Source: an optimization exercise on an open RTL-to-GDS flow (aim: small area). Production flows keep margins and buffers that such runs may drop. RTL that was checked went through simulation tests only; none was proved equivalent to the original. No functional check of the RTL was part of runs 1 and 6. The flow treats the clock pin as an ideal source, which a real chip does not have. Power figures rest on the tool's default switching activity, not on a simulated workload.

==> design.v <==
module signal_generator(input clk25,
       input rst,
       output hsyncOut,
       output vsyncOut,
       output [9:0] xposOut,
       output [9:0] yposOut);
reg [9:0] xpos;
reg [9:0] ypos;
wire endline = (xpos == 799);
always @(posedge clk25) begin
 if (rst || endline)
   xpos <= 0;
 else
   xpos <= xpos + 1;
end
always @(posedge clk25) begin
 if (rst)
  ypos <= 0;
 else if (endline) begin
  if (ypos == 520)
   ypos <= 0;
  else
   ypos <= ypos + 1;
 end
end
assign hsyncOut = ~(xpos >= 666 && xpos <= 760);
wire x0 = (xpos == 0);
assign vsyncOut = ~(x0 ? (ypos == 491 || ypos == 492) : (ypos == 490 || ypos == 491));
assign xposOut = xpos;
assign yposOut = ypos;
endmodule
module game(input clk25,
    input rst,
    input [9:0] xpos,
    input [9:0] ypos,
    input rota,
    input rotb,
    input de,
    output red,
    output green,
    output blue);
function automatic [10:0] radd10(input [9:0] a, input [9:0] b, input cin);
  integer i; reg c; reg [9:0] s;
  begin
    c = cin;
    for (i = 0; i < 10; i = i + 1) begin
      s[i] = a[i] ^ b[i] ^ c;
      c = (a[i] & b[i]) | ((a[i] ^ b[i]) & c);
    end
    radd10 = {c, s};
  end
endfunction
reg [17:0] tmr;
wire tmr_wrap = (tmr == 18'h0de83);
wire tmr_fb = ~(tmr[17] ^ tmr[10]);
always @(posedge clk25) begin
 if (rst || tmr_wrap)
  tmr <= 18'd0;
 else
  tmr <= {tmr[16:0], tmr_fb};
end
reg [8:0] paddlePosition;
wire pmove = tmr_wrap && (rota || rotb);
wire [9:0] kP = {1'b0, {7{pmove & ~rota}}, pmove & rota, pmove};   
wire [10:0] Padd = radd10({1'b0, paddlePosition}, kP, 1'b0);
always @(posedge clk25) begin
 if (rst)
  paddlePosition <= 9'd160;
 else
  paddlePosition <= Padd[8:0];
end
reg [95:0] dead;
wire wide = dead[29];    
wire fast = dead[30];    
wire endOfFrame = (xpos == 0 && ypos == 480);
wire [7:0] row;
wire [11:0] col;
genvar gi;
generate
 for (gi = 0; gi < 8; gi = gi + 1) begin : g_row
  assign row[gi] = (ypos >= 30 + 30*gi) && (ypos <= 50 + 30*gi);
 end
 for (gi = 0; gi < 12; gi = gi + 1) begin : g_col
  assign col[gi] = (xpos >= 13 + 52*gi) && (xpos <= 55 + 52*gi);
 end
endgenerate
reg [9:0] ballX;
reg [8:0] ballY;
reg ballXpos, ballYpos;
reg Xbounce, Ybounce;
reg [5:0] missTimer;
wire [9:0] nx = ~xpos;
wire [9:0] ny = ~ypos;
wire atOrigin = (ballX == 0) && (ballY == 0);
wire dirX = ballXpos ^ Xbounce;
wire dirY = ballYpos ^ Ybounce;
wire sx = dirX ^ fast;
wire sy = dirY ^ fast;
wire [9:0] kx = {{7{~dirX}}, ~sx, sx, 1'b1};
wire [9:0] ky = {1'b0, {6{~dirY}}, ~sy, sy, 1'b1};
wire [9:0] ax = nx & ~({10{endOfFrame}} & ~kx);
wire [9:0] ay = (ny & ~({10{endOfFrame}} & ~ky & 10'b1000011111)) | ({10{endOfFrame}} & ky & 10'b0111100000);
wire [10:0] ebx = radd10(ax, ballX, 1'b0);             
wire [10:0] eby = radd10(ay, {1'b0, ballY}, 1'b0);     
wire ball_run = !ebx[10] && (&ebx[9:3]) && (ebx[2] || ebx[1]) &&
                !eby[10] && (&eby[9:3]) && (eby[2] || eby[1]);
wire ball_eof = (ballX == 0) && (ballY >= 475) && (ballY <= 480);
wire ball = endOfFrame ? ball_eof : ball_run;
wire [10:0] epx = radd10(nx, {1'b0, paddlePosition}, 1'b0);
wire paddle = !epx[10] && (epx[9:0] <= 1019) && (epx[9:0] >= (wide ? 903 : 939)) && (ypos[9:3] == 55);
wire area = (xpos < 640 && ypos < 480);
wire top = (area && ypos <= 10);
wire bottom = (area && ypos >= 476);
wire left = (area && xpos <= 3);
wire right = (area && xpos >= 637);
wire border = left || right || top;
wire missed = area && (missTimer != 0);
always @(posedge clk25) begin
 if (rst) begin
  ballX <= 0;
  ballY <= 0;
 end
 else if (endOfFrame) begin
  if (atOrigin) begin
   ballX <= 25;
   ballY <= 280;
  end
  else begin
   ballX <= ebx[9:0];
   ballY <= eby[8:0];
  end
 end
end
always @(posedge clk25) begin
 if (rst) begin
  Xbounce <= 0;
  Ybounce <= 0;
  ballXpos <= 1;
  ballYpos <= 1;
  missTimer <= 0;
 end
 else if (!endOfFrame) begin
  if (ball && (left || right))
   Xbounce <= 1;
  if (ball && (top || bottom || (paddle && ballYpos)))
   Ybounce <= 1;
  if (ball && bottom)
   missTimer <= 60;
 end
 else begin
  if (atOrigin) begin
   ballXpos <= 1;
   ballYpos <= 1;
   Xbounce <= 0;
   Ybounce <= 0;
  end
  else begin
   ballXpos <= dirX;
   ballYpos <= dirY;
   Xbounce <= 0;
   Ybounce <= 0;
   if (missTimer != 0)
    missTimer <= missTimer - 1;
  end
 end
end
wire set_all = rst | (~endOfFrame & de);
wire [7:0] hitrow = row & {8{ball & ~endOfFrame & ~rst}};
wire [95:0] hit;
generate
 for (gi = 0; gi < 96; gi = gi + 1) begin : g_brick
  assign hit[gi] = hitrow[gi / 12] & col[gi % 12];
 end
endgenerate
always @(posedge clk25)
 dead <= hit | (dead & {96{~set_all}});
wire common = missed || border || paddle || ball;
wire [7:0] S;
generate
 for (gi = 0; gi < 8; gi = gi + 1) begin : g_rowsel
  assign S[gi] = |(col & ~dead[12*gi +: 12]);
 end
endgenerate
wire S2g = |(col[4:0] & ~dead[28:24]) | |(col[11:7] & ~dead[35:31]);
wire bR = (row[0] & S[0]) | (row[1] & S[1]) | (row[6] & S[6]) | (row[7] & S[7]);
wire bG = (row[2] & S2g) | (row[3] & S[3]) | (row[4] & S[4]) | (row[5] & S[5]) | (row[6] & S[6]) | (row[7] & S[7]);
wire bB = (row[2] & S[2]) | (row[3] & S[3]);
assign red   = common | bR;
assign green = common | bG;
assign blue  = common | bB;
endmodule
module breakout(
    input  clk,
    input  rst,
    input  rota,
    input  rotb,
    input  de,
    output red,
    output green,
    output blue,
    output hsync,
    output vsync
    );
wire [9:0] xpos;
wire [9:0] ypos;
signal_generator signal_generator_inst(clk, rst, hsync, vsync, xpos, ypos);
game game_inst(clk, rst, xpos, ypos, ~rota, ~rotb, ~de, red, green, blue);
endmodule
==> run.sh <==
#!/bin/bash
# synth_recipe.tcl (not shown) runs the flow's synth.tcl, then flattens the netlist and writes it again
# the make line also repeats each setting of config.mk as NAME=value (left out here)
make -C /OpenROAD-flow-scripts/flow DESIGN_CONFIG=/design/flow/config.mk WORK_HOME=/design/flow/orfs CLKGATE_MAP_FILE= SYNTH_SCRIPT=/design/flow/synth_recipe.tcl finish
==> config.mk <==
export PLATFORM = sky130hd
export DESIGN_NAME = breakout
export DESIGN_NICKNAME = breakout
export VERILOG_FILES = /design/flow/design.v
export SDC_FILE = /design/flow/constraint.sdc
export NUM_CORES = 4
export LEC_CHECK = 0
export CAP_MARGIN = 20
export CORE_MARGIN = 2
export CORE_UTILIZATION = 80
export CTS_BUF_LIST = sky130_fd_sc_hd__clkbuf_8
export SLEW_MARGIN = 20
==> constraint.sdc <==
create_clock -name core_clock -period 40.0 [get_ports {clk}]
set_input_delay 8.0000 -clock core_clock [delete_from_list [all_inputs] [get_ports {clk}]]
set_output_delay 8.0000 -clock core_clock [all_outputs]
set_load 0.01 [all_outputs]
==> flow_summary_export.csv, run 1 <==
group,metric,value,unit
timing,setup_ws,23.30,ns
power,netSwitchingPower,0.0727,mW
cts,cts_tree,"yes",
layout,syn2layout_area_growth,5.56,%
floorplan,die_w,106,um
timing,rsz0062_at_grt,"no",
layout,diodes,0,
cts,cts_made_buffers,17,
synthesis,synth_cell_types,65,
synthesis,synth.avg_cell_area,8.58,sq um
worst_setup_path,startpoint_type,"flip-flop",
power,p_per_area,34.6,nW/um^2
cts,cts_hold_buf,0,
floorplan,start_util,81.7,%
flow_run,maxCapViolCount,0,
synthesis,yosysTopAreaCell,"dfxtp_1",
outcome,status,"no timing/DRC/antenna violations",
timing,fin_setup_tns,0,ns
layout,drive_gt1_share,5.72,%
power,p_leak,3.43,nW
floorplan,die_h,106,um
synthesis,synth_area_leaders,"dfxtp_1 (41%), fa_1 (7.6%), o21ai_0 (6.4%), nand2_1 (5.4%), nor2_1 (3.2%)",
synthesis,synthArstFlopShare,0,%
timing,slew_violations,0,
global_routing,grt_use_total,41.4,%
timing,worst_pin_slew,1.02,ns
synthesis,synth-edff-count,0,
power,switching_share,23.7,%
power,power,0.307,mW
synthesis,synth_top_area_share,41.0,%
cts,h-tree-depth,4,
synthesis,synth.most_common_cell,"dfxtp_1",
cts,cts-resized-gates,0,
timing,finalHoldViolations,0,
cts,cts_sinks,172,
route,ant_nets,0,
cts,cts_setup_buffers,0,
cts,clk_pin_slew,0.09,ns
route,post-route-drc-count,0,
synthesis,yosys_warnings,2,
power,seqPwrFrac,56.3,%
cts,clockBufferDepth,2,
global_routing,grt-ovfl-total,0,
route,drt_iter0_drc,1073,
worst_setup_path,cp-end-kind,"primary output",
route,drt-total-wl,22600,um
timing,fmax,59.9,MHz
route,firstDrtPassIters,19,
layout,fin_nets,1002,
synthesis,syn_nets,1033,
synthesis,synth_ff_type,"dfxtp_1",
synthesis,yosys-top-cells-count,"dfxtp_1 (172), nand2_1 (120), o21ai_0 (107)",
floorplan,core,10300,sq um
global_routing,first_global_vias,7368,
route,vias_per_cell,6.82,
power,p_comb_share,3.0,%
route,vias,7482,
worst_setup_path,cp_max_fo,16,
cts,root_buffer,"clkbuf_8",
place,gp_congestion,1.04,
global_routing,grt_pass1_wl,36300,um
power,peakVddDrop,0.0411,mV
synthesis,syn_inst,979,
power,pwr-share-clk,40.7,%
place,detailed_place_hpwl,15300,um
global_routing,grt_antenna_before_repair,0,
min_path,hold_path_class,"flip-flop to flip-flop",
timing,worst_clock_skew,0.0117,ns
power,p_int,0.234,mW
worst_setup_path,crit_arrival,8.70,ns
synthesis,syn_area,8400,sq um
layout,final_cell_area,8860,sq um
worst_setup_path,path_class,"flip-flop to primary output",
place,dpl-instance-area,8460,sq um
timing,period_needed,16.70,ns
global_routing,grt_max_degree,97,
synthesis,ys_ff_latch,172,
floorplan,die-area,11300,sq um
synthesis,ys_seq_area_share,41.0,%
timing,slew_headroom,30.1,%
layout,final_util,86.2,%
cts,clk_latency,0.48,ns
route,wl_per_cell,20.6,um
floorplan,num_rows,37,
floorplan,boundaryPins,10,
worst_setup_path,cp.required,32.00,ns
place,dp_slack,24.11,ns
place,numPortBuffers,9,
timing,fin_crit_sh,41.7,%
timing,finalSetupViolCount,0,
-- cell families after synthesis --
| kind of cell | synth area share, % |
|---|---|
| AO/OA/AOI/OAI | 19.3 |
| XOR/XNOR | 2.50 |
| adder cells (fa/ha/maj) | 10.2 |
| buffers and inverters | 5.35 |
| flip-flops | 41.0 |
| multiplexers | 0.387 |
| AND/OR/NAND/NOR | 21.3 |
-- sequential cells by signal, summed over array words and instances (netlist names) --
register / count
game_inst.ballXpos: 1
game_inst.Xbounce: 1
signal_generator_inst.xpos: 10
game_inst.paddlePosition: 9
game_inst.ballX: 10
game_inst.missTimer: 6
game_inst.ballY: 9
game_inst.ballYpos: 1
game_inst.dead: 96
game_inst.tmr: 18
game_inst.Ybounce: 1
signal_generator_inst.ypos: 10
-- metal layers --
metal  track usage (%)  routed length, um  up-vias
li1                  -                  -     3370
met1              48.9               8620     3500
met2              69.0              10800      495
met3              9.38               1920      117
met4              25.0               1210        0
met5                 0                  0        -
-- layout by cell type, fill, tap and decap left out, drive strengths merged, types with 7 or more instances in the layout --
cell type      count
or3               10
inv               55
a21oi             31
or2                8
clkbuf            19
nand2b            14
dfxtp            172
ha                17
nand2            120
nor4              16
a22o              30
nand4             13
clkdlybuf4s50      9
and2              18
nand3             20
nor3              25
buf                7
nor2b             12
fa                32
o21ai            107
nor2              71
xor2              12
o22ai             31
xnor2             12
-- worst paths after layout --
check	start	end	slack (ns)	cells past startpoint
setup reg to reg	signal_generator_inst.xpos[1]$_SDFF_PP0_	game_inst.dead[91]$_DFF_P_	32.43	23
hold / removal	game_inst.dead[31]$_DFF_P_	game_inst.dead[31]$_DFF_P_	0.46	2
setup / recovery	signal_generator_inst.xpos[1]$_SDFF_PP0_	green	23.30	24
hold reg to reg	game_inst.dead[31]$_DFF_P_	game_inst.dead[31]$_DFF_P_	0.46	2
-- final cells by class --
type	instances	area, sq um
Timing Repair Buffer	16	143
Multi-Input combinational cell	690	4510
Tap cell	136	170
Clock inverter	13	143
Clock buffer	19	262
Sequential cell	172	3440
Fill cell	537	1410
Inverter	51	191
-- power groups by stage --
stage	Sequential [mW]	Combinational, mW	Clock, mW
after floorplan	0.176	0.00672	0
after global placement	0.177	0.00852	0
after detailed placement	0.177	0.00869	0
after CTS	0.173	0.00887	0.124
after global routing	0.173	0.00988	0.131
final	0.173	0.00919	0.125
-- through the flow --
step	hold WS (ns)	cells
after floorplan	0.420	979
after global placement	0.428	1065
after detailed placement	0.443	1065
after CTS	0.464	1097
after global routing	0.484	1097
final	0.462	1097
-- critical path: stages, from the launching register on --
cell and delay, ns:
dfxtp_1 0.39, inv_1 0.14, ha_1 0.17, or4b_2 0.62
nor4_4 0.31, and4_1 0.63, a21oi_1 0.17, fa_1 0.42
inv_1 0.09, fa_1 0.20, fa_1 0.19, fa_1 0.17
inv_1 0.05, fa_1 0.37, fa_1 0.43, fa_1 0.43
fa_1 0.40, ha_1 0.28, nand2_1 0.07, nor3_1 0.06
and4_1 0.24, a2111oi_0 0.93, o2111ai_1 0.35, or4b_1 0.61
clkdlybuf4s50_1 0.50
==> run 2, diff against run 1 <==
--- a/design.v
+++ b/design.v
@@ -6,7 +6,7 @@
        output [9:0] yposOut);
 reg [9:0] xpos;
 reg [9:0] ypos;
-wire endline = (xpos == 799);
+wire endline = xpos[9] & xpos[8] & (&xpos[4:0]);
 always @(posedge clk25) begin
  if (rst || endline)
    xpos <= 0;
@@ -17,7 +17,7 @@
  if (rst)
   ypos <= 0;
  else if (endline) begin
-  if (ypos == 520)
+  if (ypos[9] & ypos[3])    
    ypos <= 0;
   else
    ypos <= ypos + 1;
@@ -89,6 +89,7 @@
 reg ballXpos, ballYpos;
 reg Xbounce, Ybounce;
 reg [5:0] missTimer;
+wire [5:0] missStep = {missTimer[4:0], ~(missTimer[5] ^ missTimer[4])};
 wire [9:0] nx = ~xpos;
 wire [9:0] ny = ~ypos;
 wire atOrigin = (ballX == 0) && (ballY == 0);
@@ -145,7 +146,7 @@
   if (ball && (top || bottom || (paddle && ballYpos)))
    Ybounce <= 1;
   if (ball && bottom)
-   missTimer <= 60;
+   missTimer <= 6'd7;
  end
  else begin
   if (atOrigin) begin
@@ -160,7 +161,7 @@
    Xbounce <= 0;
    Ybounce <= 0;
    if (missTimer != 0)
-    missTimer <= missTimer - 1;
+    missTimer <= missStep;
   end
  end
 end
==> flow_summary_export.csv, run 2 <==
group,metric,value,unit
floorplan,die-area,11100,sq um
worst_setup_path,startpoint_type,"flip-flop",
flow_run,maxCapViolCount,0,
global_routing,first_global_vias,7431,
synthesis,synth-edff-count,0,
timing,setup_ws,23.87,ns
min_path,hold_path_class,"flip-flop to flip-flop",
power,seqPwrFrac,53.7,%
timing,slew_headroom,18.1,%
worst_setup_path,cp.required,32.00,ns
worst_setup_path,cp_common_cell,"fa_1",
worst_setup_path,cp-end-kind,"primary output",
layout,fillers,529,
floorplan,die_h,106,um
place,dp.cells,998,
layout,regMostFlops,"game_inst.dead",
timing,worst_clock_skew,0.0131,ns
cts,cts_made_buffers,17,
power,p_leak,3.27,nW
timing,worst_pin_slew,1.20,ns
synthesis,ys_seq_area_share,41.7,%
floorplan,start_util,81.0,%
power,pwr-share-clk,43.4,%
global_routing,grt_pass1_wl,38900,um
synthesis,yosys_warnings,2,
route,firstDrtPassIters,6,
synthesis,syn_area,8250,sq um
route,wl_met2,11200,um
worst_setup_path,cp_cell_sequence,"nor4_1 -> and3_1 -> and4_1 -> a21oi_1 -> fa_1 -> inv_1 -> fa_1 -> fa_1 -> fa_1 -> fa_1 -> fa_1 -> fa_1 -> fa_1 -> fa_1 -> nor2_1 -> nand4_1 -> nor3_1 -> a2111oi_1 -> o211a_1 -> o211ai_1 -> clkdlybuf4s50_1",
cts,h-tree-depth,4,
synthesis,synth_area_leaders,"dfxtp_1 (42%), fa_1 (7.8%), a22o_1 (7.0%), o21ai_0 (4.1%), nand2_1 (3.9%)",
route,wl_per_cell,23.8,um
worst_setup_path,crit_arrival,8.13,ns
worst_setup_path,cp_slowest_cell,"a2111oi_1",
worst_setup_path,critPathTopFamily,"adder cells",
layout,largest_register_ffs,96,
timing,fin_setup_tns,0,ns
cts,cts_tree,"yes",
cts,cts-resized-gates,0,
route,wl_met3,2560,um
route,vias_per_cell,7.32,
global_routing,grt_use_total,45.5,%
global_routing,grt_antenna_before_repair,0,
timing,slew_violations,0,
synthesis,synth_ff_type,"dfxtp_1",
route,drt-total-wl,24500,um
route,drt_iter0_drc,1107,
timing,fin_crit_sh,40.3,%
power,switching_share,22.9,%
power,netSwitchingPower,0.0736,mW
power,peakVddDrop,0.0436,mV
timing,period_needed,16.13,ns
route,post-route-drc-count,0,
timing,finalSetupViolCount,0,
synthesis,synth_cell_types,63,
worst_setup_path,cp_max_fo,15,
layout,syn2layout_area_growth,6.23,%
timing,fmax,62.0,MHz
cts,cts_setup_buffers,0,
power,p_per_area,36.7,nW/um^2
cts,cts_hold_buf,0,
power,p_comb_share,2.9,%
global_routing,grt-ovfl-total,0,
place,gp_congestion,1.04,
route,top_layer,"met4",
worst_setup_path,slowest_delay,0.90,ns
synthesis,synth.most_common_cell,"dfxtp_1",
cts,clk_pin_slew,0.09,ns
layout,fin_nets,935,
synthesis,syn_nets,962,
layout,final_common_cell,"dfxtp_1",
route,wl_met1,8830,um
power,p_int,0.248,mW
cts,root_buffer,"clkbuf_8",
layout,drive_gt1_share,5.48,%
layout,diodes,0,
floorplan,die_w,106,um
synthesis,yosys-top-cells-count,"dfxtp_1 (172), nand2_1 (85), nor2_1 (75)",
floorplan,num_rows,37,
power,power,0.322,mW
worst_setup_path,path_buf_inv,2,
synthesis,synth_top_area_share,41.7,%
route,vias,7539,
layout,stdcell_count,1030,
cts,cts_sinks,172,
synthesis,syn_inst,908,
layout,mostFrequentLayoutCells,"dfxtp_1 (172), nand2_1 (85), nor2_1 (73)",
synthesis,yosysTopAreaCell,"dfxtp_1",
synthesis,synthArstFlopShare,0,%
floorplan,boundaryPins,10,
cts,clk_latency,0.48,ns
place,dp_slack,24.53,ns
worst_setup_path,path_class,"flip-flop to primary output",
outcome,status,"no timing/DRC/antenna violations",
cts,clockBufferDepth,2,
global_routing,grt_max_degree,97,
place,detailed_place_hpwl,16200,um
synthesis,synth.avg_cell_area,9.09,sq um
timing,finalHoldViolations,0,
synthesis,ys_ff_latch,172,
place,numPortBuffers,9,
timing,rsz0062_at_grt,"no",
route,ant_nets,0,
layout,largestRegisters,"game_inst.dead: 96 flops, game_inst.tmr: 18 flops",
floorplan,core,10200,sq um
run 2: final cells by class:
type / instances / area (sq um) / share of cell area, %
clock buffer: 20 / 275 / 3.14
tap: 136 / 170 / 1.94
inverter: 39 / 146 / 1.67
multi-input combinational: 639 / 4440 / 50.6
clock inverter: 12 / 184 / 2.10
timing repair buffer: 12 / 113 / 1.28
sequential: 172 / 3440 / 39.3
run 2: worst register-to-register path, cell delays in order, from the launching register on:
cell,delay (ns)
dfxtp_1,0.68
nor4_1,0.18
and3_1,0.28
and4_1,0.40
a21oi_1,0.30
fa_1,0.23
inv_1,0.08
fa_1,0.42
fa_1,0.40
fa_1,0.39
fa_1,0.40
fa_1,0.41
fa_1,0.43
fa_1,0.42
fa_1,0.46
nor2_1,0.10
nand4_1,0.12
nor3_1,0.68
nand2_1,0.31
nor2_1,0.87
a22o_1,0.34
run 2: cell families (layout without fill, tap and decap cells):
| family | count (synthesis) | in the layout | share of synthesized area, % |
|---|---|---|---|
| adder cells (fa/ha/maj) | 49 | 49 | 10.3 |
| multiplexers | 1 | 1 | 0.121 |
| flip-flops | 172 | 172 | 41.7 |
| AND/OR/NAND/NOR | 313 | 313 | 19.3 |
| buffers and inverters | 97 | 83 | 4.67 |
| AO/OA/AOI/OAI | 254 | 254 | 21.5 |
| XOR/XNOR | 22 | 22 | 2.33 |
run 2: per-stage QoR:
stage	utilization [%]	hold WS, ns	cell area (sq um)
floorplan	-	0.420	8250
global route	86.1	0.490	8770
finish	86.1	0.461	8770
detailed placement	81.5	0.443	8300
CTS	86.0	0.460	8760
global placement	81.5	0.433	8300
run 2: layer usage:
layer | up-vias | global-route usage, %
met3 | 184 | 11.2
met1 | 3468 | 55.1
li1 | 3227 | -
met2 | 660 | 71.3
met4 | 0 | 32.0
met5 | - | 0
run 2: path summary, 6_finish.rpt:
check,start,to,slack [ns],depth (start not counted)
worst max-delay path,signal_generator_inst.xpos[5]$_SDFF_PP0_,red,23.87,21
worst min-delay path,game_inst.tmr[7]$_SDFF_PP0_,game_inst.tmr[8]$_SDFF_PP0_,0.46,1
worst max register to register,signal_generator_inst.xpos[5]$_SDFF_PP0_,game_inst.dead[21]$_DFF_P_,32.02,20
worst min register to register,game_inst.tmr[7]$_SDFF_PP0_,game_inst.tmr[8]$_SDFF_PP0_,0.46,1
run 2: power by group through the flow:
stage | sequential [mW] | clock, mW | combinational, mW
after global routing | 0.173 | 0.146 | 0.00982
after CTS | 0.173 | 0.139 | 0.00889
after detailed placement | 0.177 | 0 | 0.00870
final | 0.173 | 0.140 | 0.00933
after global placement | 0.176 | 0 | 0.00832
after floorplan | 0.176 | 0 | 0.00633
==> run 3, diff against run 2 <==
==> flow/run.sh (new file) <==
#!/bin/bash
# Standard ORFS layout (the standard.sh), with two changes:
#  - port buffers use the smallest buffer cell (every port still gets one)
#  - clock tree: clkbuf_8 root, clkbuf_4 leaves, no dummy loads
set -o pipefail
export BUFFER_PORTS_ARGS="-buffer_cell sky130_fd_sc_hd__buf_1"
export CTS_ARGS="-sink_clustering_enable -repair_clock_nets -buf_list sky130_fd_sc_hd__clkbuf_4 -root_buf sky130_fd_sc_hd__clkbuf_8 -dont_use_dummy_load"
bash standard.sh > standard_flow.log 2>&1
==> standard.sh (new file) <==
#!/bin/bash
# synth_recipe.tcl (not shown) runs the flow's synth.tcl, then flattens the netlist and writes it again
# the make line also repeats each setting of config.mk as NAME=value (left out here)
make -C /OpenROAD-flow-scripts/flow DESIGN_CONFIG=/design/flow/config.mk WORK_HOME=/design/flow/orfs CLKGATE_MAP_FILE= SYNTH_SCRIPT=/design/flow/synth_recipe.tcl "${@:-finish}"
--- a/config.mk
+++ b/config.mk
@@ -7,6 +7,6 @@
 export LEC_CHECK = 0
 export CAP_MARGIN = 20
 export CORE_MARGIN = 2
-export CORE_UTILIZATION = 80
+export CORE_UTILIZATION = 88
 export CTS_BUF_LIST = sky130_fd_sc_hd__clkbuf_8
 export SLEW_MARGIN = 20
removed: run.sh
==> flow_summary_export.csv, run 3 <==
group,metric,value,unit
floorplan,die_w,101,um
synthesis,synth_fa_ha_area_share,10.3,%
floorplan,start_util,90.2,%
outcome,stop_stage,"global placement without I/O (3_1_place_gp_skip_io)",
synthesis,synthMuxAreaShare,0.121,%
synthesis,synthXorXnorAreaFrac,2.33,%
synthesis,synth_cell_types,63,
synthesis,synth.avg_cell_area,9.09,sq um
outcome,status,"did not finish",
synthesis,yosysTopAreaCell,"dfxtp_1",
synthesis,ys_ff_latch,172,
floorplan,num_rows,35,
synthesis,synth_top_area_share,41.7,%
floorplan,die_h,101,um
synthesis,yosys_warnings,2,
synthesis,yosys-top-cells-count,"dfxtp_1 (172), nand2_1 (85), nor2_1 (75)",
synthesis,synth_top_family_by_area,"compound AO/OA/AOI/OAI gates",
synthesis,synth-edff-count,0,
synthesis,syn_nets,962,
synthesis,syn_inst,908,
synthesis,yosys.area_share.simple,19.3,%
synthesis,synthArstFlopShare,0,%
synthesis,syn_area,8250,sq um
synthesis,synth_area_leaders,"dfxtp_1 (42%), fa_1 (7.8%), a22o_1 (7.0%), o21ai_0 (4.1%), nand2_1 (3.9%)",
outcome,error,"[ERROR GPL-0301] Utilization 101.666 % exceeds 100%.",
synthesis,synth_ff_type,"dfxtp_1",
synthesis,synth.most_common_cell,"dfxtp_1",
synthesis,synth_compound_area_share,21.5,%
synthesis,ys_seq_area_share,41.7,%
[run 3: cells by family after synthesis]
kind of cell,after synthesis
AO/OA/AOI/OAI,254
XOR/XNOR,22
AND/OR/NAND/NOR,313
adder cells (fa/ha/maj),49
flip-flops,172
buffers and inverters,97
multiplexers,1
==> run 4, diff against run 3 <==
==> flow/run.sh (replaced) <==
#!/bin/bash
# Standard ORFS layout (the standard.sh), with two changes:
#  - port buffers use the smallest buffer cell (every port still gets one)
#  - clock tree: clkbuf_8 buffers, no dummy loads
set -o pipefail
export BUFFER_PORTS_ARGS="-buffer_cell sky130_fd_sc_hd__buf_1"
export CTS_ARGS="-sink_clustering_enable -repair_clock_nets -buf_list sky130_fd_sc_hd__clkbuf_8 -dont_use_dummy_load -sink_clustering_size 24 -sink_clustering_max_diameter 150 -balance_levels"
bash standard.sh > standard_flow.log 2>&1
--- a/config.mk
+++ b/config.mk
@@ -7,6 +7,6 @@
 export LEC_CHECK = 0
 export CAP_MARGIN = 20
 export CORE_MARGIN = 2
-export CORE_UTILIZATION = 88
+export CORE_UTILIZATION = 80
 export CTS_BUF_LIST = sky130_fd_sc_hd__clkbuf_8
 export SLEW_MARGIN = 20
==> flow_summary_export.csv, run 4 <==
group,metric,value,unit
cts,cts_hold_buf,0,
timing,worst_clock_skew,0.0199,ns
global_routing,grt-ovfl-total,0,
layout,mostFrequentLayoutCells,"dfxtp_1 (172), nand2_1 (85), nor2_1 (74)",
timing,finalSetupViolCount,0,
synthesis,synth_top_area_share,41.7,%
worst_setup_path,cp_max_fo,21,
layout,syn2layout_area_growth,2.79,%
floorplan,core,10200,sq um
synthesis,synth.avg_cell_area,9.09,sq um
synthesis,synth.most_common_cell,"dfxtp_1",
place,dp.cells,997,
min_path,hold_path_class,"flip-flop to flip-flop",
place,detailed_place_hpwl,16000,um
global_routing,first_global_vias,7053,
route,drt-total-wl,22700,um
timing,holdWs,0.461,ns
worst_setup_path,cp.required,32.00,ns
outcome,status,"no timing/DRC/antenna violations",
cts,clk_pin_slew,0.08,ns
route,vias_per_cell,7.14,
timing,period_needed,15.62,ns
power,p_per_area,32.2,nW/um^2
worst_setup_path,cp-end-kind,"primary output",
synthesis,ys_ff_latch,172,
worst_setup_path,path_class,"flip-flop to primary output",
timing,rsz0062_at_grt,"no",
worst_setup_path,startpoint_type,"flip-flop",
cts,h-tree-depth,4,
layout,largestRegisters,"game_inst.dead: 96 flops, game_inst.tmr: 18 flops",
synthesis,synth_area_leaders,"dfxtp_1 (42%), fa_1 (7.8%), a22o_1 (7.0%), o21ai_0 (4.1%), nand2_1 (3.9%)",
cts,clk_latency,0.48,ns
synthesis,synthArstFlopShare,0,%
floorplan,boundaryPins,10,
synthesis,synth-edff-count,0,
flow_run,maxCapViolCount,0,
timing,fin_setup_tns,0,ns
synthesis,synth_ff_type,"dfxtp_1",
floorplan,start_util,81.0,%
synthesis,syn_area,8250,sq um
timing,setup_ws,24.38,ns
power,p_leak,3.13,nW
layout,diodes,0,
floorplan,die_h,106,um
synthesis,yosys_warnings,2,
floorplan,die_w,106,um
layout,fillers,589,
timing,fmax,64.0,MHz
synthesis,yosysTopAreaCell,"dfxtp_1",
cts,cts_sinks,172,
layout,final_common_cell,"dfxtp_1",
synthesis,synth_cell_types,63,
cts,cts_setup_buffers,0,
timing,slew_headroom,23.7,%
route,post-route-drc-count,0,
place,dp_slack,24.94,ns
place,dpl-instance-area,8240,sq um
route,wl_per_cell,22.3,um
synthesis,syn_nets,962,
global_routing,grt_max_degree,97,
timing,fin_crit_sh,39.1,%
cts,root_buffer,"clkbuf_8",
layout,final_cell_area,8480,sq um
route,vias,7251,
layout,regMostFlops,"game_inst.dead",
synthesis,yosys-top-cells-count,"dfxtp_1 (172), nand2_1 (85), nor2_1 (75)",
timing,worst_pin_slew,1.14,ns
layout,stdcell_count,1015,
route,drt_iter0_drc,934,
route,ant_nets,0,
timing,finalHoldViolations,0,
cts,cts_tree,"yes",
floorplan,num_rows,37,
layout,fin_nets,935,
route,firstDrtPassIters,6,
global_routing,grt_pass1_wl,36200,um
cts,cts-resized-gates,0,
synthesis,ys_seq_area_share,41.7,%
worst_setup_path,crit_arrival,7.62,ns
layout,drive_gt1_share,3.75,%
layout,largest_register_ffs,96,
timing,slew_violations,0,
place,numPortBuffers,9,
floorplan,die-area,11100,sq um
synthesis,syn_inst,908,
global_routing,grt_use_total,42.0,%
cts,cts_made_buffers,17,
power,peakVddDrop,0.0269,mV
global_routing,grt_antenna_before_repair,0,
place,gp_congestion,0.996,
cts,clockBufferDepth,2,
## run 4: report_power, final
part | switching, mW | leakage (nW) | total (mW) | internal (mW)
combinational | 0.00624 | 1.62 | 0.00874 | 0.00250
clock | 0.0545 | 0.122 | 0.0919 | 0.0375
sequential | 0.000885 | 1.39 | 0.173 | 0.172
total | 0.0616 | 3.13 | 0.273 | 0.212
## run 4: layer usage
layer	vias up	track usage, %	part of all wire, %
met4	0	24.7	5.6
met2	508	65.9	46
li1	3193	-	-
met1	3435	52.9	39
met5	-	0	0
met3	115	10.2	9.5
## run 4: logic make-up after synthesis
kind of cell,after synthesis,synth area share (%)
AOI/OAI and AO/OA,254,21.5
xor gates and xnor gates,22,2.33
adders and majority gates,49,10.3
buffers and inverters,97,4.67
DFF,172,41.7
muxes,1,0.121
and+or+nand+nor,313,19.3
## run 4: cell type report
type | instances | area [sq um] | area share (%)
Multi-Input combinational cell | 639 | 4430 | 52.3
Clock buffer | 17 | 234 | 2.76
Sequential cell | 172 | 3440 | 40.6
Tap cell | 136 | 170 | 2.01
Timing Repair Buffer | 12 | 56.3 | 0.664
Inverter | 39 | 146 | 1.73
## run 4: stage by stage
stage | power [mW] | util (%)
after CTS | 0.273 | 83.2
final | 0.273 | 83.3
after floorplan | 0.183 | -
after global placement | 0.184 | 80.9
after detailed placement | 0.185 | 80.9
after global routing | 0.280 | 83.3
## run 4: critical path, cell delays in order, from the launching register on
cell and delay, ns:
dfxtp_1 0.63, nor4_1 0.19, and3_1 0.27, nand4_1 0.58, o21ai_0 0.26, fa_1 0.45, fa_1 0.43, fa_1 0.41
fa_1 0.41, fa_1 0.39, fa_1 0.38, fa_1 0.39, fa_1 0.54, nor2_1 0.06, nand4_1 0.11, nor3_1 0.14
a2111oi_1 0.94, o211a_1 0.30, o211ai_1 0.10, buf_1 0.15
## run 4: final timing paths
| kind | startpoint | slack [ns] | cells past startpoint | endpoint |
|---|---|---|---|---|
| max | signal_generator_inst.xpos[2]$_SDFF_PP0_ | 24.38 | 19 | red |
| min | game_inst.missTimer[5]$_SDFFE_PP0P_ | 0.46 | 2 | game_inst.missTimer[5]$_SDFFE_PP0P_ |
| max reg2reg | signal_generator_inst.ypos[5]$_SDFFE_PP0P_ | 32.35 | 21 | game_inst.dead[54]$_DFF_P_ |
| min reg2reg | game_inst.missTimer[5]$_SDFFE_PP0P_ | 0.46 | 2 | game_inst.missTimer[5]$_SDFFE_PP0P_ |
==> run 5, diff against run 4 <==
==> flow/run.sh (replaced) <==
#!/bin/bash
# Standard ORFS layout (the standard.sh), with two changes:
#  - port buffers use the smallest buffer cell (every port still gets one)
#  - clock tree: clkbuf_8 buffers, no dummy loads
set -o pipefail
export BUFFER_PORTS_ARGS="-buffer_cell sky130_fd_sc_hd__buf_1"
export CTS_ARGS="-sink_clustering_enable -repair_clock_nets -buf_list sky130_fd_sc_hd__clkbuf_8 -dont_use_dummy_load"
bash standard.sh > standard_flow.log 2>&1
==> flow_summary_export.csv, run 5 <==
group,metric,value,unit
floorplan,die_w,106,um
cts,cts_setup_buffers,0,
power,p_comb_share,3.2,%
synthesis,yosys.area_share.simple,19.3,%
layout,syn2layout_area_growth,2.79,%
cts,cts_tree,"yes",
synthesis,synthXorXnorAreaFrac,2.33,%
layout,diodes,0,
timing,slew_violations,0,
layout,fillers,589,
route,vias_per_cell,7.14,
synthesis,ys_ff_latch,172,
cts,root_buffer,"clkbuf_8",
synthesis,synth_top_family_by_area,"compound AO/OA/AOI/OAI gates",
worst_setup_path,r2r_setup_slack,32.35,ns
synthesis,synth.most_common_cell,"dfxtp_1",
worst_setup_path,worstReg2RegStart,"signal_generator_inst.ypos[5]$_SDFFE_PP0P_",
worst_setup_path,path_class,"flip-flop to primary output",
power,seqPwrFrac,63.2,%
timing,worst_clock_skew,0.0199,ns
power,switching_share,22.5,%
min_path,hold_path_class,"flip-flop to flip-flop",
power,pwr-share-clk,33.6,%
worst_setup_path,critical_path_depth,19,
outcome,status,"no timing/DRC/antenna violations",
synthesis,synthMuxAreaShare,0.121,%
worst_setup_path,cp.required,32.00,ns
cts,cts_sinks,172,
worst_setup_path,path_buf_inv,1,
global_routing,grt_antenna_before_repair,0,
floorplan,boundaryPins,10,
min_path,min_from,"game_inst.missTimer[5]$_SDFFE_PP0P_",
layout,largest_register_ffs,96,
synthesis,syn_nets,962,
timing,fmax,64.0,MHz
cts,clockBufferDepth,2,
global_routing,first_global_vias,7053,
route,post-route-drc-count,0,
route,vias,7251,
worst_setup_path,startpoint,"signal_generator_inst.xpos[2]$_SDFF_PP0_",
power,netSwitchingPower,0.0616,mW
global_routing,grt-ovfl-total,0,
cts,clk_latency,0.48,ns
floorplan,die_h,106,um
route,firstDrtPassIters,6,
place,gp_congestion,0.996,
worst_setup_path,critPathTopFamily,"adder cells",
timing,finalSetupViolCount,0,
worst_setup_path,cp_slowest_cell,"a2111oi_1",
place,detailed_place_hpwl,16000,um
timing,worst_pin_slew,1.14,ns
layout,final_common_cell,"dfxtp_1",
power,peakVddDrop,0.0269,mV
synthesis,synth_area_leaders,"dfxtp_1 (42%), fa_1 (7.8%), a22o_1 (7.0%), o21ai_0 (4.1%), nand2_1 (3.9%)",
layout,drive_gt1_share,3.75,%
power,p_int,0.212,mW
synthesis,syn_area,8250,sq um
layout,regMostFlops,"game_inst.dead",
route,drt_iter0_drc,934,
worst_setup_path,r2r_end,"game_inst.dead[54]$_DFF_P_",
timing,fin_setup_tns,0,ns
floorplan,num_rows,37,
power,power,0.273,mW
worst_setup_path,cp_max_fo,21,
cts,clk_pin_slew,0.08,ns
route,wl_per_cell,22.3,um
flow_run,maxCapViolCount,0,
cts,cts_made_buffers,17,
timing,rsz0062_at_grt,"no",
synthesis,synthArstFlopShare,0,%
global_routing,grt_pass1_wl,36200,um
synthesis,yosys_warnings,2,
worst_setup_path,cp-end-kind,"primary output",
global_routing,grt_use_total,42.0,%
timing,fin_crit_sh,39.1,%
timing,period_needed,15.62,ns
place,numPortBuffers,9,
cts,cts_hold_buf,0,
floorplan,core,10200,sq um
synthesis,ys_seq_area_share,41.7,%
power,p_per_area,32.2,nW/um^2
cts,h-tree-depth,4,
timing,finalHoldViolations,0,
synthesis,yosys-top-cells-count,"dfxtp_1 (172), nand2_1 (85), nor2_1 (75)",
synthesis,synth.avg_cell_area,9.09,sq um
layout,largestRegisters,"game_inst.dead: 96 flops, game_inst.tmr: 18 flops",
floorplan,die-area,11100,sq um
worst_setup_path,cp_cell_sequence,"nor4_1 -> and3_1 -> nand4_1 -> o21ai_0 -> fa_1 -> fa_1 -> fa_1 -> fa_1 -> fa_1 -> fa_1 -> fa_1 -> fa_1 -> nor2_1 -> nand4_1 -> nor3_1 -> a2111oi_1 -> o211a_1 -> o211ai_1 -> buf_1",
layout,fin_nets,935,
min_path,min_to,"game_inst.missTimer[5]$_SDFFE_PP0P_",
floorplan,start_util,81.0,%
global_routing,grt_max_degree,97,
worst_setup_path,startpoint_type,"flip-flop",
power,p_leak,3.13,nW
route,drt-total-wl,22700,um
synthesis,synth-edff-count,0,
timing,slew_headroom,23.7,%
min_path,holdPathStages,2,
synthesis,synth_fa_ha_area_share,10.3,%
layout,mostFrequentLayoutCells,"dfxtp_1 (172), nand2_1 (85), nor2_1 (74)",
worst_setup_path,slowest_delay,0.94,ns
synthesis,synth_top_area_share,41.7,%
cts,cts-resized-gates,0,
synthesis,syn_inst,908,
synthesis,yosysTopAreaCell,"dfxtp_1",
synthesis,synth_ff_type,"dfxtp_1",
worst_setup_path,reg2regPathDepth,21,
route,ant_nets,0,
worst_setup_path,cp_common_cell,"fa_1",
synthesis,synth_compound_area_share,21.5,%
synthesis,synth_cell_types,63,
worst_setup_path,crit_arrival,7.62,ns
[run 5: cell counts after synthesis]
Identical to the previous run, type by type.
[run 5: through the flow]
stage | std cells | hold slack (ns) | instance area [sq um] | util, % | setup WS [ns]
after floorplan | 908 | 0.420 | 8250 | - | 26.07
after global placement | 997 | 0.433 | 8240 | 80.9 | 25.19
after detailed placement | 997 | 0.444 | 8240 | 80.9 | 24.94
after CTS | 1014 | 0.458 | 8470 | 83.2 | 24.38
after global routing | 1015 | 0.476 | 8480 | 83.3 | 24.14
final | 1015 | 0.461 | 8480 | 83.3 | 24.38
[run 5: kinds of logic after synthesis]
| logic type | Yosys count |
|---|---|
| buf+inv | 97 |
| fa+ha+maj | 49 |
| mux | 1 |
| compound gates | 254 |
| xor+xnor | 22 |
| flops | 172 |
| simple gates | 313 |
[run 5: area by class of cell]
class                   instances  area (sq um)  share of cell area [%]
multi-input cells             639          4430                    52.3
flip-flops and latches        172          3440                    40.6
clock buffers                  17           234                    2.76
well taps                     136           170                    2.01
inverters                      39           146                    1.73
repair buffers                 12          56.3                   0.664
[run 5: worst reg2reg max path, stage by stage, from the launching register on]
cell and delay, ns:
dfxtp_1 0.67, nand2b_1 0.19, nor4b_1 0.48, and4_1 0.65, a21oi_1 0.19, fa_1 0.43, inv_1 0.08, fa_1 0.19
fa_1 0.20, fa_1 0.17, inv_1 0.05, fa_1 0.37, fa_1 0.39, fa_1 0.40, fa_1 0.38, ha_1 0.19
nor4b_1 0.41, nand4_1 0.18, nor3_1 0.63, nand2_1 0.30, nor2_1 0.81, a22o_1 0.26
[run 5: worst max path at each step]
| stage | endpoint |
|---|---|
| after floorplan | green |
| after global placement | red |
| after detailed placement | red |
| after CTS | red |
| after global routing | red |
| final | red |
[run 5: metal layers]
layer | track usage (%) | wire, um | up-vias
li1 | - | - | 3193
met1 | 52.9 | 8730 | 3435
met2 | 65.9 | 10500 | 508
met3 | 10.2 | 2150 | 115
met4 | 24.7 | 1260 | 0
met5 | 0 | 0 | -
[run 5: power by group through the flow]
stage	combinational [mW]	sequential, mW	clock, mW
floorplan	0.00633	0.176	0
global placement	0.00802	0.176	0
detailed placement	0.00838	0.177	0
CTS	0.00844	0.173	0.0917
global route	0.00950	0.173	0.0981
finish	0.00874	0.173	0.0919
==> run 6, diff against run 5 <==
--- a/design.v
+++ b/design.v
@@ -50,14 +50,16 @@
     radd10 = {c, s};
   end
 endfunction
-reg [17:0] tmr;
+localparam [17:0] TMASK = 18'h2aaaa;
+reg [17:0] ts;
+wire [17:0] tmr = ts ^ TMASK;
 wire tmr_wrap = (tmr == 18'h0de83);
 wire tmr_fb = ~(tmr[17] ^ tmr[10]);
 always @(posedge clk25) begin
  if (rst || tmr_wrap)
-  tmr <= 18'd0;
+  ts <= TMASK;
  else
-  tmr <= {tmr[16:0], tmr_fb};
+  ts <= {tmr[16:0], tmr_fb} ^ TMASK;
 end
 reg [8:0] paddlePosition;
 wire pmove = tmr_wrap && (rota || rotb);
==> flow_summary_export.csv, run 6 <==
group,metric,value,unit
cts,cts_made_buffers,17,
global_routing,grt_pass1_wl,35400,um
cts,cts_tree,"yes",
worst_setup_path,cp_slowest_cell,"nor4b_1",
layout,final_util,83.9,%
synthesis,synth_fa_ha_area_share,10.3,%
synthesis,synth.avg_cell_area,9.03,sq um
synthesis,ys_ff_latch,172,
floorplan,num_rows,37,
cts,cts_sinks,172,
place,numPortBuffers,9,
route,ant_nets,0,
synthesis,synth_compound_area_share,21.7,%
timing,finalSetupViolCount,0,
timing,finalHoldViolations,0,
timing,worst_clock_skew,0.0288,ns
floorplan,boundaryPins,10,
layout,seq_area,3440,sq um
synthesis,synth_area_leaders,"dfxtp_1 (42%), a22o_1 (8.3%), fa_1 (7.8%), nand2_1 (3.9%), nor2_1 (3.5%)",
timing,rsz0062_at_grt,"no",
cts,root_buffer,"clkbuf_8",
layout,mostFrequentLayoutCells,"dfxtp_1 (172), nand2_1 (86), a22o_1 (78)",
synthesis,synth_top_family_by_area,"compound AO/OA/AOI/OAI gates",
layout,largestRegisters,"game_inst.dead: 96 flops, game_inst.ts: 18 flops",
layout,fin_nets,948,
place,dp.cells,1011,
floorplan,start_util,81.1,%
cts,h-tree-depth,4,
synthesis,yosys.area_share.simple,19.9,%
synthesis,yosys-top-cells-count,"dfxtp_1 (172), nand2_1 (86), a22o_1 (78)",
synthesis,synth_ff_type,"dfxtp_1",
power,pwr-share-clk,33.6,%
route,drt_iter0_drc,988,
power,seqPwrFrac,63.2,%
power,p_comb_share,3.2,%
global_routing,grt_antenna_before_repair,0,
route,vias_per_cell,7.09,
cts,cts-resized-gates,0,
flow_run,maxCapViolCount,0,
route,wl_per_cell,22.1,um
worst_setup_path,crit_arrival,7.97,ns
worst_setup_path,cp-end-kind,"primary output",
floorplan,die-area,11200,sq um
worst_setup_path,cp_cell_sequence,"inv_1 -> nand4_1 -> nor3_2 -> buf_4 -> a21oi_1 -> fa_1 -> inv_1 -> fa_1 -> fa_1 -> fa_1 -> fa_1 -> fa_1 -> fa_1 -> fa_1 -> fa_1 -> or4_1 -> nor4_1 -> nor2b_1 -> nor4b_1 -> o211ai_1 -> or4_1 -> buf_1",
route,post-route-drc-count,0,
worst_setup_path,cp_common_cell,"fa_1",
layout,regMostFlops,"game_inst.dead",
worst_setup_path,startpoint_type,"flip-flop",
global_routing,first_global_vias,6981,
timing,fin_crit_sh,39.9,%
power,p_leak,3.21,nW
layout,fillers,574,
cts,clockBufferDepth,2,
global_routing,grt_max_degree,97,
cts,cts_setup_buffers,0,
cts,cts_hold_buf,0,
route,vias,7287,
synthesis,yosys_warnings,2,
synthesis,syn_inst,915,
power,p_int,0.212,mW
layout,largest_register_ffs,96,
route,drt-total-wl,22700,um
layout,multi_input_area,4460,sq um
layout,stdcell_count,1028,
worst_setup_path,r2r_setup_slack,32.18,ns
synthesis,yosysTopAreaCell,"dfxtp_1",
power,peakVddDrop,0.0275,mV
floorplan,die_h,106,um
min_path,hold_path_class,"flip-flop to flip-flop",
worst_setup_path,path_buf_inv,4,
synthesis,synthXorXnorAreaFrac,1.91,%
timing,slew_violations,0,
floorplan,core,10200,sq um
synthesis,synth.most_common_cell,"dfxtp_1",
synthesis,synth-edff-count,0,
cts,clk_latency,0.47,ns
synthesis,ys_seq_area_share,41.7,%
global_routing,grt-ovfl-total,0,
worst_setup_path,cp.required,32.00,ns
layout,final_common_cell,"dfxtp_1",
timing,worst_pin_slew,1.10,ns
synthesis,synthMuxAreaShare,0,%
place,gp_congestion,0.963,
route,firstDrtPassIters,6,
floorplan,die_w,106,um
synthesis,synthArstFlopShare,0,%
synthesis,syn_area,8260,sq um
power,p_per_area,32.0,nW/um^2
power,netSwitchingPower,0.0616,mW
synthesis,synth_top_area_share,41.7,%
worst_setup_path,cp_max_fo,17,
global_routing,grt_use_total,41.0,%
timing,setup_ws,24.03,ns
cts,clk_pin_slew,0.07,ns
place,dp_slack,24.90,ns
place,detailed_place_hpwl,16200,um
synthesis,synth_cell_types,68,
power,switching_share,22.5,%
outcome,status,"no timing/DRC/antenna violations",
timing,fin_setup_tns,0,ns
worst_setup_path,critPathTopFamily,"adder cells",
layout,syn2layout_area_growth,3.39,%
timing,fmax,62.6,MHz
worst_setup_path,path_class,"flip-flop to primary output",
power,power,0.273,mW
timing,period_needed,15.97,ns
worst_setup_path,slowest_delay,0.80,ns
synthesis,syn_nets,969,
layout,diodes,0,
timing,slew_headroom,27.0,%
layout,drive_gt1_share,4.60,%
==> run 6: changes by cell type after synthesis, sizes merged, moves of 5 or more <==
cell,change
a21oi,+12
a22o,+12
and2,-17
buf,-5
nand2b,+6
nand3,+7
nand4,+7
nor3,+7
nor4,-7
o21ai,-15
o22ai,+5
==> run 6: cell families (layout without fill, tap and decap cells) <==
group	count (synthesis)	count (layout)
flip-flops	172	172
XOR/XNOR	18	18
AND/OR/NAND/NOR	326	326
AO/OA/AOI/OAI	253	253
buffers and inverters	97	74
adder cells (fa/ha/maj)	49	49
==> run 6: worst reg2reg max path, stage by stage, from the launching register on <==
cell and delay (ns):
dfxtp_1 0.63, inv_1 0.25, nand4_1 0.29, nor3_2 0.09, buf_4 0.21, a21oi_1 0.21
fa_1 0.20, inv_1 0.06, fa_1 0.37, fa_1 0.38, fa_1 0.39, fa_1 0.40
fa_1 0.39, fa_1 0.39, fa_1 0.41, fa_1 0.46, or4_1 0.43, nor4_1 0.40
nor2b_1 0.48, nand2b_1 0.25, nor2_1 0.80, a22o_1 0.28
==> run 6: power groups by stage <==
stage / registers, mW / clock network [mW] / logic, mW
4_1_cts: 0.173 / 0.0904 / 0.00843
3_5_place_dp: 0.177 / 0 / 0.00835
5_1_grt: 0.173 / 0.0967 / 0.00930
3_3_place_gp: 0.176 / 0 / 0.00805
6_report: 0.173 / 0.0919 / 0.00871
2_1_floorplan: 0.176 / 0 / 0.00634
==> run 6: path summary, 6_finish.rpt <==
check                                           startpoint                         end  cells after the start
hold / removal                  game_inst.ts[2]$_SDFF_PP0_  game_inst.ts[3]$_SDFF_PP1_                      1
setup reg to reg  signal_generator_inst.xpos[2]$_SDFF_PP0_  game_inst.dead[22]$_DFF_P_                     21
hold reg to reg                 game_inst.ts[2]$_SDFF_PP0_  game_inst.ts[3]$_SDFF_PP1_                      1
setup / recovery  signal_generator_inst.xpos[2]$_SDFF_PP0_                       green                     22
==> run 6: area by class of cell <==
type                    count  share of cell area (%)
clock buffers              17                    2.74
inverters                  42                    1.85
multi-input cells         646                    52.2
flip-flops and latches    172                    40.3
well taps                 136                    1.99
repair buffers             15                   0.937
==> run 6: routing by layer <==
| metal | vias up | wire length (um) | global-route usage, % |
|---|---|---|---|
| li1 | 3246 | - | - |
| met1 | 3468 | 8620 | 49.9 |
| met2 | 465 | 11000 | 68.4 |
| met5 | - | 0 | 0 |
| met4 | 0 | 1060 | 20.9 |
| met3 | 108 | 2040 | 9.28 |
==> run 6: metrics by stage <==
step / hold WS [ns] / cell area [sq um]
floorplan: 0.354 / 8260
global placement: 0.359 / 8310
detailed placement: 0.376 / 8310
CTS: 0.396 / 8540
global route: 0.413 / 8540
finish: 0.401 / 8540
==> run 7, diff against run 6 <==
--- a/design.v
+++ b/design.v
@@ -50,16 +50,14 @@
     radd10 = {c, s};
   end
 endfunction
-localparam [17:0] TMASK = 18'h2aaaa;
-reg [17:0] ts;
-wire [17:0] tmr = ts ^ TMASK;
+reg [17:0] tmr;
 wire tmr_wrap = (tmr == 18'h0de83);
 wire tmr_fb = ~(tmr[17] ^ tmr[10]);
 always @(posedge clk25) begin
  if (rst || tmr_wrap)
-  ts <= TMASK;
+  tmr <= 18'd0;
  else
-  ts <= {tmr[16:0], tmr_fb} ^ TMASK;
+  tmr <= {tmr[16:0], tmr_fb};
 end
 reg [8:0] paddlePosition;
 wire pmove = tmr_wrap && (rota || rotb);
==> flow/run.sh (replaced) <==
#!/bin/bash
# Standard ORFS layout (the standard.sh), with these changes:
#  - port buffers use the smallest buffer cell (every port still gets one)
#  - clock tree: clkbuf_8 buffers, no dummy loads
#  - after CTS, leaf clock buffers whose sinks keep a small slew with a
#    clkbuf_4 are downsized to clkbuf_4 (flow/downsize_clk.tcl)
set -eo pipefail
export BUFFER_PORTS_ARGS="-buffer_cell sky130_fd_sc_hd__buf_1"
export CTS_ARGS="-sink_clustering_enable -repair_clock_nets -buf_list sky130_fd_sc_hd__clkbuf_8 -dont_use_dummy_load"
bash standard.sh cts > standard_cts.log 2>&1
openroad -no_init -exit flow/downsize_clk.tcl > downsize_clk.log 2>&1
bash standard.sh > standard_flow.log 2>&1
==> flow/downsize_clk.tcl (new file) <==
# Downsize leaf clock buffers (clkbuf_8 -> clkbuf_4) where the estimated
# slew at every sink stays below a conservative limit.
set res orfs/results/sky130hd/breakout/base
read_db $res/4_cts.odb
read_liberty $::env(FLOW_HOME)/platforms/sky130hd/lib/sky130_fd_sc_hd__tt_025C_1v80.lib
read_sdc $res/4_cts.sdc
source $::env(FLOW_HOME)/platforms/sky130hd/setRC.tcl
set limit 0.100
proc sink_slew { inst } {
  set out [get_pins -of_objects $inst -filter "direction == output"]
  set net [get_nets -of_objects $out]
  set mx 0
  foreach l [get_pins -of_objects $net -filter "direction == input"] {
    set s [get_property $l slew_max]
    if { $s > $mx } { set mx $s }
  }
  return $mx
}
proc drives_only_flops { inst } {
  set out [get_pins -of_objects $inst -filter "direction == output"]
  set net [get_nets -of_objects $out]
  foreach l [get_pins -of_objects $net -filter "direction == input"] {
    set c [get_cells -of_objects $l]
    if { ![string match "*df*" [get_property $c ref_name]] } { return 0 }
  }
  return 1
}
estimate_parasitics -placement
foreach inst [get_cells -filter "ref_name == sky130_fd_sc_hd__clkbuf_8"] {
  if { ![drives_only_flops $inst] } { continue }
  set before [sink_slew $inst]
  replace_cell $inst sky130_fd_sc_hd__clkbuf_4
  estimate_parasitics -placement
  set after [sink_slew $inst]
  if { $after > $limit } {
    replace_cell $inst sky130_fd_sc_hd__clkbuf_8
    estimate_parasitics -placement
    puts "keep [get_full_name $inst]: slew $before -> $after"
  } else {
    puts "downsize [get_full_name $inst]: slew $before -> $after"
  }
}
write_db $res/4_cts.odb
==> flow_summary_export.csv, run 7 <==
group,metric,value,unit
cts,cts_tree,"yes",
cts,clockBufferDepth,2,
synthesis,ys_ff_latch,172,
worst_setup_path,startpoint_type,"flip-flop",
worst_setup_path,worstReg2RegStart,"signal_generator_inst.ypos[5]$_SDFFE_PP0P_",
worst_setup_path,reg2regPathDepth,21,
route,ant_nets,0,
timing,fmax,64.0,MHz
min_path,holdPathStages,1,
floorplan,die-area,11100,sq um
layout,final_common_cell,"dfxtp_1",
synthesis,synth_top_family_by_area,"compound AO/OA/AOI/OAI gates",
timing,worst_pin_slew,1.10,ns
floorplan,boundaryPins,10,
timing,worst_clock_skew,0.0306,ns
route,wl_per_cell,22.3,um
place,dpl-instance-area,8240,sq um
worst_setup_path,r2r_end,"game_inst.dead[54]$_DFF_P_",
cts,h-tree-depth,4,
floorplan,num_rows,37,
synthesis,synth.most_common_cell,"dfxtp_1",
layout,fillers,594,
global_routing,first_global_vias,7056,
synthesis,synth-edff-count,0,
timing,holdWs,0.454,ns
outcome,status,"no timing/DRC/antenna violations",
power,p_leak,3.12,nW
cts,cts_setup_buffers,0,
layout,final_util,83.0,%
min_path,hold_path_class,"flip-flop to flip-flop",
cts,clk_pin_slew,0.10,ns
power,p_per_area,31.6,nW/um^2
synthesis,synth_compound_area_share,21.5,%
timing,finalHoldViolations,0,
flow_run,maxCapViolCount,0,
worst_setup_path,r2r_setup_slack,32.32,ns
layout,final_cell_area,8450,sq um
timing,fin_crit_sh,39.1,%
timing,slew_headroom,26.2,%
synthesis,synthXorXnorAreaFrac,2.33,%
layout,drive_gt1_share,3.75,%
global_routing,grt_use_total,42.1,%
cts,cts-resized-gates,0,
timing,slew_violations,0,
global_routing,grt_pass1_wl,36200,um
timing,fin_setup_tns,0,ns
place,numPortBuffers,9,
synthesis,yosys.area_share.simple,19.3,%
min_path,min_to,"game_inst.tmr[10]$_SDFF_PP0_",
global_routing,grt-ovfl-total,0,
cts,clk_latency,0.49,ns
cts,cts_hold_buf,0,
min_path,min_from,"game_inst.tmr[9]$_SDFF_PP0_",
synthesis,synthArstFlopShare,0,%
timing,period_needed,15.63,ns
timing,finalSetupViolCount,0,
route,post-route-drc-count,0,
synthesis,synth_ff_type,"dfxtp_1",
route,vias,7190,
power,peakVddDrop,0.0268,mV
layout,syn2layout_area_growth,2.41,%
cts,cts_sinks,172,
worst_setup_path,cp_max_fo,21,
layout,diodes,0,
synthesis,synth.avg_cell_area,9.09,sq um
place,gp_congestion,0.996,
synthesis,syn_inst,908,
cts,cts_made_buffers,17,
layout,largestRegisters,"game_inst.dead: 96 flops, game_inst.tmr: 18 flops",
cts,root_buffer,"clkbuf_8",
layout,fin_nets,935,
synthesis,syn_nets,962,
worst_setup_path,crit_arrival,7.63,ns
global_routing,grt_antenna_before_repair,0,
worst_setup_path,cp-end-kind,"primary output",
synthesis,synth_area_leaders,"dfxtp_1 (42%), fa_1 (7.8%), a22o_1 (7.0%), o21ai_0 (4.1%), nand2_1 (3.9%)",
layout,mostFrequentLayoutCells,"dfxtp_1 (172), nand2_1 (85), nor2_1 (74)",
synthesis,synth_cell_types,63,
synthesis,syn_area,8250,sq um
synthesis,yosys-top-cells-count,"dfxtp_1 (172), nand2_1 (85), nor2_1 (75)",
place,detailed_place_hpwl,16000,um
synthesis,synth_top_area_share,41.7,%
synthesis,synthMuxAreaShare,0.121,%
synthesis,synth_fa_ha_area_share,10.3,%
worst_setup_path,cp.required,32.00,ns
route,vias_per_cell,7.08,
floorplan,core,10200,sq um
synthesis,yosys_warnings,2,
global_routing,grt_max_degree,97,
floorplan,die_w,106,um
synthesis,ys_seq_area_share,41.7,%
synthesis,yosysTopAreaCell,"dfxtp_1",
route,drt-total-wl,22700,um
floorplan,start_util,81.0,%
layout,regMostFlops,"game_inst.dead",
worst_setup_path,path_class,"flip-flop to primary output",
layout,largest_register_ffs,96,
timing,rsz0062_at_grt,"no",
route,drt_iter0_drc,996,
route,firstDrtPassIters,8,
floorplan,die_h,106,um
[run 7: cell count changes after synthesis, moves of 9 or more]
cell     change
buf_2        +9
and2_1      +17
o21ai_0     +17
a22o_1      -12
a21oi_1     -11
[run 7: cell type report]
cell class                 instances  area (sq um)  share of cell area, %
multi-input combinational        639          4430                   52.4
sequential                       172          3440                   40.7
clock buffer                      17           203                   2.40
tap                              136           170                   2.01
inverter                          39           146                   1.73
timing repair buffer              12          56.3                  0.666
[run 7: where the power goes]
group	internal (mW)	switching [mW]	total (mW)	leakage (nW)
clock network	0.0323	0.0539	0.0862	0.109
registers	0.172	0.000884	0.173	1.39
logic	0.00250	0.00624	0.00874	1.62
[run 7: metrics by stage]
step                      std cells  setup WS [ns]  power [mW]
after global placement          997          25.19       0.184
after CTS                      1014          24.38       0.273
after detailed placement        997          24.94       0.185
after global routing           1015          24.09       0.274
final                          1015          24.37       0.267
after floorplan                 908          26.07       0.183
[run 7: worst max path at each step]
stage	start	endpoint	slack [ns]	cells past startpoint
floorplan	signal_generator_inst.xpos[1]$_SDFF_PP0_	green	26.07	23
global placement	signal_generator_inst.xpos[2]$_SDFF_PP0_	red	25.19	21
detailed placement	signal_generator_inst.xpos[2]$_SDFF_PP0_	red	24.94	19
global route	signal_generator_inst.ypos[5]$_SDFFE_PP0P_	red	24.09	20
finish	signal_generator_inst.xpos[2]$_SDFF_PP0_	red	24.37	19
CTS	signal_generator_inst.xpos[2]$_SDFF_PP0_	red	24.38	19
[run 7: kinds of logic after synthesis]
| kind of cell | count (synthesis) |
|---|---|
| xor+xnor | 22 |
| flops | 172 |
| compound gates | 254 |
| simple gates | 313 |
| mux | 1 |
| fa+ha+maj | 49 |
| buf+inv | 97 |
[run 7: per-layer routing]
layer / share of wire, % / track usage, % / routed length, um
met1: 39 / 53.0 / 8850
met3: 8.9 / 10.3 / 2020
met2: 46 / 65.8 / 10500
met5: 0 / 0 / 0
met4: 5.6 / 25.0 / 1270
[run 7: critical path, stage by stage (launching register included)]
cell	delay, ns
dfxtp_1	0.64
nor4_1	0.19
and3_1	0.27
nand4_1	0.59
o21ai_0	0.26
fa_1	0.45
fa_1	0.43
fa_1	0.41
fa_1	0.40
fa_1	0.39
fa_1	0.38
fa_1	0.39
fa_1	0.55
nor2_1	0.06
nand4_1	0.10
nor3_1	0.13
a2111oi_1	0.93
o211a_1	0.30
o211ai_1	0.11
buf_1	0.16
==> run 8, diff against run 7 <==
--- a/flow/downsize_clk.tcl
+++ b/flow/downsize_clk.tcl
@@ -5,7 +5,7 @@
 read_liberty $::env(FLOW_HOME)/platforms/sky130hd/lib/sky130_fd_sc_hd__tt_025C_1v80.lib
 read_sdc $res/4_cts.sdc
 source $::env(FLOW_HOME)/platforms/sky130hd/setRC.tcl
-set limit 0.100
+set limit 0.112
 proc sink_slew { inst } {
   set out [get_pins -of_objects $inst -filter "direction == output"]
   set net [get_nets -of_objects $out]
==> flow_summary_export.csv, run 8 <==
group,metric,value,unit
outcome,status,"no timing/DRC/antenna violations",
min_path,hold_path_class,"flip-flop to flip-flop",
cts,cts_tree,"yes",
timing,finalSetupViolCount,0,
route,drt-total-wl,22700,um
cts,cts_made_buffers,17,
worst_setup_path,worstReg2RegStart,"signal_generator_inst.ypos[5]$_SDFFE_PP0P_",
floorplan,die_w,106,um
route,post-route-drc-count,0,
worst_setup_path,cp-end-kind,"primary output",
synthesis,syn_area,8250,sq um
synthesis,synth_top_area_share,41.7,%
route,vias_per_cell,7.19,
worst_setup_path,cp_max_fo,21,
layout,mostFrequentLayoutCells,"dfxtp_1 (172), nand2_1 (85), nor2_1 (74)",
worst_setup_path,crit_arrival,7.61,ns
global_routing,grt_antenna_before_repair,0,
place,detailed_place_hpwl,16000,um
worst_setup_path,cp.required,32.00,ns
route,drt_iter0_drc,989,
cts,cts_sinks,172,
layout,final_common_cell,"dfxtp_1",
place,dp_slack,24.94,ns
route,firstDrtPassIters,6,
cts,root_buffer,"clkbuf_8",
cts,clockBufferDepth,2,
synthesis,synth.avg_cell_area,9.09,sq um
synthesis,syn_inst,908,
timing,rsz0062_at_grt,"no",
timing,fin_crit_sh,39.0,%
worst_setup_path,path_class,"flip-flop to primary output",
place,numPortBuffers,9,
synthesis,syn_nets,962,
worst_setup_path,reg2regPathDepth,21,
synthesis,ys_ff_latch,172,
power,peakVddDrop,0.0270,mV
flow_run,maxCapViolCount,0,
global_routing,grt_max_degree,97,
cts,h-tree-depth,4,
layout,fin_nets,934,
route,wl_per_cell,22.4,um
synthesis,synth.most_common_cell,"dfxtp_1",
floorplan,die-area,11100,sq um
cts,clk_pin_slew,0.10,ns
global_routing,grt_use_total,42.0,%
timing,slew_violations,0,
synthesis,synthArstFlopShare,0,%
layout,diodes,0,
floorplan,num_rows,37,
power,p_per_area,31.4,nW/um^2
timing,setup_ws,24.39,ns
layout,syn2layout_area_growth,2.09,%
timing,finalHoldViolations,0,
timing,period_needed,15.61,ns
worst_setup_path,r2r_setup_slack,32.27,ns
global_routing,first_global_vias,7048,
layout,regMostFlops,"game_inst.dead",
timing,fmax,64.1,MHz
synthesis,yosys_warnings,2,
worst_setup_path,endpoint,"red",
route,vias,7286,
layout,largest_register_ffs,96,
synthesis,yosys-top-cells-count,"dfxtp_1 (172), nand2_1 (85), nor2_1 (75)",
power,p_leak,3.11,nW
floorplan,core,10200,sq um
worst_setup_path,r2r_end,"game_inst.dead[54]$_DFF_P_",
cts,cts-resized-gates,0,
timing,slew_headroom,21.4,%
layout,largestRegisters,"game_inst.dead: 96 flops, game_inst.tmr: 18 flops",
global_routing,grt-ovfl-total,0,
timing,fin_setup_tns,0,ns
synthesis,ys_seq_area_share,41.7,%
floorplan,die_h,106,um
synthesis,synth_ff_type,"dfxtp_1",
synthesis,synth_area_leaders,"dfxtp_1 (42%), fa_1 (7.8%), a22o_1 (7.0%), o21ai_0 (4.1%), nand2_1 (3.9%)",
place,gp_congestion,0.996,
cts,cts_hold_buf,0,
layout,drive_gt1_share,3.64,%
route,ant_nets,0,
floorplan,start_util,81.0,%
timing,worst_clock_skew,0.0378,ns
layout,final_cell_area,8430,sq um
synthesis,synth_cell_types,63,
layout,fillers,600,
power,power,0.264,mW
synthesis,synth-edff-count,0,
global_routing,grt_pass1_wl,36200,um
worst_setup_path,startpoint,"signal_generator_inst.xpos[2]$_SDFF_PP0_",
timing,worst_pin_slew,1.18,ns
place,dpl-instance-area,8240,sq um
floorplan,boundaryPins,10,
synthesis,yosysTopAreaCell,"dfxtp_1",
cts,cts_setup_buffers,0,
cts,clk_latency,0.48,ns
worst_setup_path,startpoint_type,"flip-flop",
run 8: cell counts after synthesis:
Identical to the previous run, type by type.
run 8: cells by family (layout without fill, tap and decap cells):
family,Yosys count,in the layout,synth area share (%)
AOI/OAI and AO/OA,254,254,21.5
xor gates and xnor gates,22,22,2.33
adders and majority gates,49,49,10.3
buffers and inverters,97,67,4.67
DFF,172,172,41.7
muxes,1,1,0.121
and+or+nand+nor,313,313,19.3
run 8: worst min path at each step:
stage / start / end / slack (ns) / cells after the start
6_report: game_inst.dead[10]$_DFF_P_ / game_inst.dead[10]$_DFF_P_ / 0.46 / 2
5_1_grt: game_inst.tmr[6]$_SDFF_PP0_ / game_inst.tmr[7]$_SDFF_PP0_ / 0.46 / 1
4_1_cts: game_inst.missTimer[5]$_SDFFE_PP0P_ / game_inst.missTimer[5]$_SDFFE_PP0P_ / 0.46 / 2
3_5_place_dp: game_inst.dead[9]$_DFF_P_ / game_inst.dead[9]$_DFF_P_ / 0.44 / 2
3_3_place_gp: game_inst.tmr[6]$_SDFF_PP0_ / game_inst.tmr[7]$_SDFF_PP0_ / 0.43 / 1
2_1_floorplan: game_inst.tmr[13]$_SDFF_PP0_ / game_inst.tmr[14]$_SDFF_PP0_ / 0.42 / 1
run 8: routing by layer:
layer	vias up	share of wire [%]	track usage, %
li1	3198	-	-
met1	3472	39	53.2
met2	487	46	66.0
met3	129	9.3	9.89
met4	0	6.1	24.5
met5	-	0	0
run 8: critical path, stage by stage (launching register included):
cell       delay (ns)
dfxtp_1          0.64
nor4_1           0.19
and3_1           0.27
nand4_1          0.59
o21ai_0          0.26
fa_1             0.45
fa_1             0.43
fa_1             0.42
fa_1             0.41
fa_1             0.39
fa_1             0.38
fa_1             0.39
fa_1             0.54
nor2_1           0.06
nand4_1          0.09
nor3_1           0.13
a2111oi_1        0.92
o211a_1          0.29
o211ai_1         0.10
buf_1            0.16
run 8: final cells by class:
type | instances | area, sq um | share of cell area, %
Clock buffer | 17 | 184 | 2.18
Timing Repair Buffer | 11 | 48.8 | 0.579
Multi-Input combinational cell | 639 | 4430 | 52.6
Sequential cell | 172 | 3440 | 40.9
Inverter | 39 | 146 | 1.74
Tap cell | 136 | 170 | 2.02
run 8: power by group:
group          total (mW)  internal [mW]  switching (mW)
clock network      0.0830         0.0292          0.0538
logic             0.00862        0.00244         0.00618
registers           0.173          0.172        0.000885
total               0.264          0.203          0.0608
run 8: through the flow:
| step | hold WS, ns | cells | utilization, % |
|---|---|---|---|
| CTS | 0.458 | 1014 | 83.2 |
| detailed placement | 0.444 | 997 | 80.9 |
| finish | 0.463 | 1014 | 82.7 |
| floorplan | 0.420 | 908 | - |
| global route | 0.462 | 1014 | 82.7 |
| global placement | 0.433 | 997 | 80.9 |

Check on run 8: ideal ports give 24.394 ns setup slack; a clkbuf_16 on the clock port and buf_2 on the inputs give 24.356 ns; moving port delays by the midpoint clock arrival (0.502 ns) as well gives 24.859 ns.
